This is an optimization exercise on Yosys and OpenROAD, whose aim is a short achievable clock period and few clock cycles, not a production implementation. Function was checked by simulation only, so behaviour that the tests miss may differ from the original. Power figures rest on the tool's default switching activity, not on a simulated workload.

== job 101 ==
Design RV32nexpo, start of the top module:
module RV32nexpo (
  input rst,
  input clk,
  output error,
  output end_prog,
  input  [31:0] InstrData,
  output [31:0] InstrAddr,
  input  [31:0] mem_in,
  output [31:0] mem_out,
  output [31:0] mem_address,
  output [3:0]  mem_mask,
  output mem_read,
  output mem_write
);
  reg rst_r;
  always @(posedge clk) rst_r <= rst;
  reg [31:2] f_pc;       
  reg        i_v;        
  reg [31:2] i_pc;       
  reg        d_v;
  reg [31:0] d_ir;
  reg [31:2] d_pc;
  reg        halt_end, halt_err;
  reg        i_fp, d_fp;   
  reg [31:2] i_ptgt, d_ptgt, e_ptgt;   
  reg [15:0] bt_v;
  integer    bj;
  reg        be_en, be_val, bd_en;
  reg [31:2] be_pc, be_tgt, bd_pc, bd_tgt;
  reg [11:6] bt_tag [0:15];
  reg [31:2] bt_tgt [0:15];
  wire [3:0] F_idx = f_pc[5:2];
  wire       F_hit = bt_v[F_idx] & (bt_tag[F_idx] == f_pc[11:6]);
  wire [31:2] F_next = F_hit ? bt_tgt[F_idx] : f_pc + 30'd1;
  assign InstrAddr = {f_pc, 2'b00};
  assign end_prog  = halt_end;
  assign error     = halt_err;
  wire halted = halt_end | halt_err;
  wire [6:0] D_opcode = d_ir[6:0];
  wire [4:0] D_rd     = d_ir[11:7];
  wire [2:0] D_funct3 = d_ir[14:12];
  wire [4:0] D_rs1    = d_ir[19:15];
  wire [4:0] D_rs2    = d_ir[24:20];
  wire D_isLOAD   = (D_opcode == 7'b0000011);
  wire D_isFENCE  = (D_opcode == 7'b0001111);
  wire D_isALUimm = (D_opcode == 7'b0010011);
  wire D_isAUIPC  = (D_opcode == 7'b0010111);
  wire D_isSTORE  = (D_opcode == 7'b0100011);
  wire D_isALUreg = (D_opcode == 7'b0110011);
  wire D_isLUI    = (D_opcode == 7'b0110111);
  wire D_isBRANCH = (D_opcode == 7'b1100011);
  wire D_isJALR   = (D_opcode == 7'b1100111);
  wire D_isJAL    = (D_opcode == 7'b1101111);
  wire D_isSYSTEM = (D_opcode == 7'b1110011);
  ...
==> flow/config.mk <==
export PLATFORM = sky130hd
export DESIGN_NAME = RV32nexpo
export DESIGN_NICKNAME = RV32nexpo
export VERILOG_FILES = /design/flow/design.v
export SDC_FILE = /design/flow/constraint.sdc
export NUM_CORES = 4
export LEC_CHECK = 0
export ABC_CLOCK_PERIOD_IN_PS = 2500
export CAP_MARGIN = 20
export CORE_MARGIN = 2
export CORE_UTILIZATION = 55
export SLEW_MARGIN = 20
==> flow/constraint.sdc <==
create_clock -name core_clock -period 10.0 [get_ports {clk}]
set_input_delay 2.0000 -clock core_clock [delete_from_list [all_inputs] [get_ports {clk}]]
set_output_delay 2.0000 -clock core_clock [all_outputs]
set_load 0.01 [all_outputs]
standard.sh (not shown) runs the stock make flow with config.mk's settings and CLKGATE_MAP_FILE= SYNTH_SCRIPT=/design/flow/synth_recipe.tcl, a recipe that flattens the netlist after the stock synthesis.
==> flow/flow/run.sh <==
#!/bin/bash
# The standard layout (standard.sh: ORFS synthesis to final) with two
# layout settings changed; the clock, its period and the I/O constraints are
# the standard flow's, unchanged:
# - SETUP_SLACK_MARGIN: repair_timing works until the worst setup slack is
#   this many ns (or it can do no better);
# - BUFFER_PORTS_ARGS: every input and output port still gets a buffer, a
#   buf_4 instead of the default delay buffer.
# ORFS writes each step's full log under orfs/logs/; make's own output goes
# to orfs_make.log here.
set -euo pipefail
bash standard.sh SETUP_SLACK_MARGIN=6.5 "BUFFER_PORTS_ARGS=-buffer_cell sky130_fd_sc_hd__buf_4" finish > orfs_make.log 2>&1
Per the final summary, job 101 finished and its layout is clean on timing, DRC and antenna.
Testbench counts of job 101, summed over its fixed seeds: cycles 28,519.
What job 102 does differently from job 101 at the input level:
--- a/flow/design.v
+++ b/flow/design.v
@@ -158,22 +158,28 @@
                 D_isJAL | D_isJALR | D_isCSR;
   wire [4:0] D_rdw = D_wr ? D_rd : 5'd0;
   wire [4:0] D_rs1u = D_use1 ? D_rs1 : 5'd0;
   wire [4:0] D_rs2u = D_use2 ? D_rs2 : 5'd0;
   wire [31:0] D_Iimm = {{21{d_ir[31]}}, d_ir[30:20]};
   wire [31:0] D_Simm = {{21{d_ir[31]}}, d_ir[30:25], d_ir[11:7]};
   wire [31:0] D_Bimm = {{20{d_ir[31]}}, d_ir[7], d_ir[30:25], d_ir[11:8], 1'b0};
   wire [31:0] D_Jimm = {{12{d_ir[31]}}, d_ir[19:12], d_ir[20], d_ir[30:21], 1'b0};
   wire [31:0] D_Uimm = {d_ir[31:12], 12'b0};
   wire [31:0] D_aimm = D_isSTORE ? D_Simm : D_Iimm;      
-  wire [31:2]  D_jtgt  = d_pc + D_Jimm[31:2];            
-  wire [31:2]  D_btgt  = d_pc + D_Bimm[31:2];            
+  wire [31:0]  I_Bimm = {{20{InstrData[31]}}, InstrData[7], InstrData[30:25], InstrData[11:8], 1'b0};
+  wire [31:0]  I_Jimm = {{12{InstrData[31]}}, InstrData[19:12], InstrData[20], InstrData[30:21], 1'b0};
+  reg  [11:0]  d_blo, d_jlo;                             
+  wire [31:13] D_bhi = d_ir[31] ? (d_blo[11] ? d_pc[31:13] : d_pc[31:13] - 19'd1)
+                                : (d_blo[11] ? d_pc[31:13] + 19'd1 : d_pc[31:13]);
+  wire [31:13] D_jhi = d_pc[31:13] + {{12{d_ir[31]}}, d_ir[19:13]} + {18'd0, d_jlo[11]};
+  wire [31:2]  D_jtgt  = {D_jhi, d_jlo[10:0]};           
+  wire [31:2]  D_btgt  = {D_bhi, d_blo[10:0]};           
   wire [31:12] D_auhi  = d_pc[31:12] + d_ir[31:12];      
   wire [31:2]  D_tgt   = D_isJAL ? D_jtgt : D_btgt;
   wire [31:2]  D_link  = d_pc + 30'd1;                   
   wire D_brShort  = D_isBRANCH & !d_ir[31] & (d_ir[30:25] == 6'd0) & !d_ir[7] &
                     !d_ir[8] & (d_ir[11:9] != 3'd0) & (d_ir[11:9] <= 3'd4);
   wire [1:0] D_brK = d_ir[10:9] - 2'd1;    
   wire D_jalShort = D_isJAL & !d_ir[31] & (d_ir[30:24] == 7'd0) & (d_ir[19:12] == 8'd0) &
                     !d_ir[20] & !d_ir[21] & (d_ir[23:22] != 2'd0);
   wire [1:0] D_jalK = d_ir[23:22] - 2'd1;  
   wire [31:0] rf1, rf2;
@@ -302,28 +308,31 @@
   assign mem_read    = m_rd;
   assign mem_write   = m_wr;
   reg         r_redir, rd_redir;
   reg  [31:2] r_tgt, rd_tgt, r_tgtB;
   reg         r_useB;
   wire D_go   = d_v & !D_stall & !halted & !r_redir & !rd_redir & (kill_cnt == 2'd0);
   wire D_kill = kill_cnt != 2'd0;
   wire D_halt = D_go & !E_redirect & !E_skip & (D_isEBREAK | D_isILL);
   wire D_pass = D_go & !(D_isEBREAK | D_isILL);
   wire D_fpbad = d_fp & (D_kill | !(D_isBRANCH | D_isJAL | D_isJALR));
-  wire D_redir = d_v & (D_fpbad | (D_predT & !d_fp & !D_kill));
-  wire [31:2] D_rtgt = d_fp ? D_link : D_isJALR ? D_jrTgt : D_tgt;
-  wire E_recover = E_skip & d_v & !D_stall & (D_redir | d_fp);
-  wire        F_alt   = rst_r | r_redir | rd_redir | (D_stall & i_v);
-  wire [31:2] F_altpc = rst_r ? 30'd0 : r_redir ? (r_useB ? r_tgtB : r_tgt) : rd_redir ? rd_tgt : i_pc;
+  wire D_fastC = d_v & !D_kill & !d_fp & ((D_isJAL & !D_jalShort) | (D_isBRANCH & d_ir[31]));
+  wire D_fast  = D_fastC & !r_redir & !rd_redir & !D_stall;
+  wire D_redir = d_v & (D_fpbad | (D_jrKnown & !D_jrShort & !d_fp & !D_kill));
+  wire [31:2] D_rtgt = d_fp ? D_link : D_jrTgt;
+  wire E_recover = E_skip & d_v & !D_stall & (D_redir | D_fastC | d_fp);
+  wire        F_alt   = rst_r | r_redir | rd_redir | (D_stall & i_v) | D_fast;
+  wire [31:2] F_altpc = rst_r ? 30'd0 : r_redir ? (r_useB ? r_tgtB : r_tgt) : rd_redir ? rd_tgt :
+                        D_fast ? D_tgt : i_pc;
   always @(posedge clk) begin
     f_pc <= F_alt ? F_altpc : F_next;
-    if (rst_r | r_redir | rd_redir) begin
+    if (rst_r | r_redir | rd_redir | D_fast) begin
       i_v  <= 1'b0;
       d_v  <= 1'b0;
     end else if (D_stall) begin
       i_v  <= !i_v;             
     end else begin
       i_v  <= 1'b1;
       d_v  <= i_v & !halted;
     end
     i_pc <= f_pc;
     i_fp <= F_hit;
@@ -331,20 +340,22 @@
     r_redir <= !rst_r & (E_redirect | E_recover);
     rd_redir <= !rst_r & d_v & !r_redir & !rd_redir & !D_stall & D_redir;
     rd_tgt   <= D_rtgt;
     r_tgt   <= (e_isBr & e_brShort) ? D_link : E_target;   
     r_tgtB  <= e_tgt;
     r_useB  <= E_fpMis;
     if (!D_stall) begin
       d_ir <= InstrData;
       d_pc <= i_pc;
       d_fp <= i_fp;
+      d_blo <= {1'b0, i_pc[12:2]} + {1'b0, I_Bimm[12:2]};
+      d_jlo <= {1'b0, i_pc[12:2]} + {1'b0, I_Jimm[12:2]};
       d_ptgt <= i_ptgt;
     end
     be_en  <= !rst_r & (E_btIns | E_btDel);
     be_val <= E_btIns;
     be_pc  <= e_pc;
     be_tgt <= E_target;
     bd_en  <= !rst_r & d_v & !d_fp & (D_isJAL | (D_isBRANCH & d_ir[31]) | D_jrKnown);
     bd_pc  <= d_pc;
     bd_tgt <= D_isJALR ? D_jrTgt : D_tgt;
     if (be_en) begin
==> run notes <==
Delta (job 102 minus job 101): setup slack after layout went down, detailed placer's ending HPWL grew by 3.6%, combinational share of power decreased 2.0 points. Final hold slack on job 102 is ahead of job 101. Relative to job 101, the first-pass iteration count of the detailed router of job 102 is higher by 2. Job 102 does worse than job 101 on final period demand of the worst path. Compared job 101 against job 102; simple-gate share of the synthesized area within noise. Between job 101 and job 102, the synthesized cell count is lower for job 101.
Testbench counts of job 102, summed over its fixed seeds: cycles 28,327.

-- port drivers added, routing unchanged --
The flow's constraints put no driver on any port. The routed layouts listed below were extracted and timed again, unchanged, in two steps.
Step 1: set_driving_cell puts a clkbuf_16 on clk and a buf_2 on each other input, an assumption about the parent block.
Step 2, shift: input delay + t, output delay - t, t = (earliest + latest rising clock arrival at the registers) / 2. This alone moves slack from input paths to output paths.
a / b / c = no drivers / after step 1 / after step 2; a / b = the first two.
run	t (ns)	setup WS [ns]	worst hold slack (ns)
job 101	1.008	6.326 / 6.326 / 5.715	0.321 / 0.321 / 0.321
job 102	1.006	6.294 / 6.294 / 5.583	0.332 / 0.332 / 0.332
After both steps setup and hold are still met in every run listed. For job 102, which loses most, drivers alone change the setup slack by 0.000 ns; drivers and shift together by -0.711 ns.
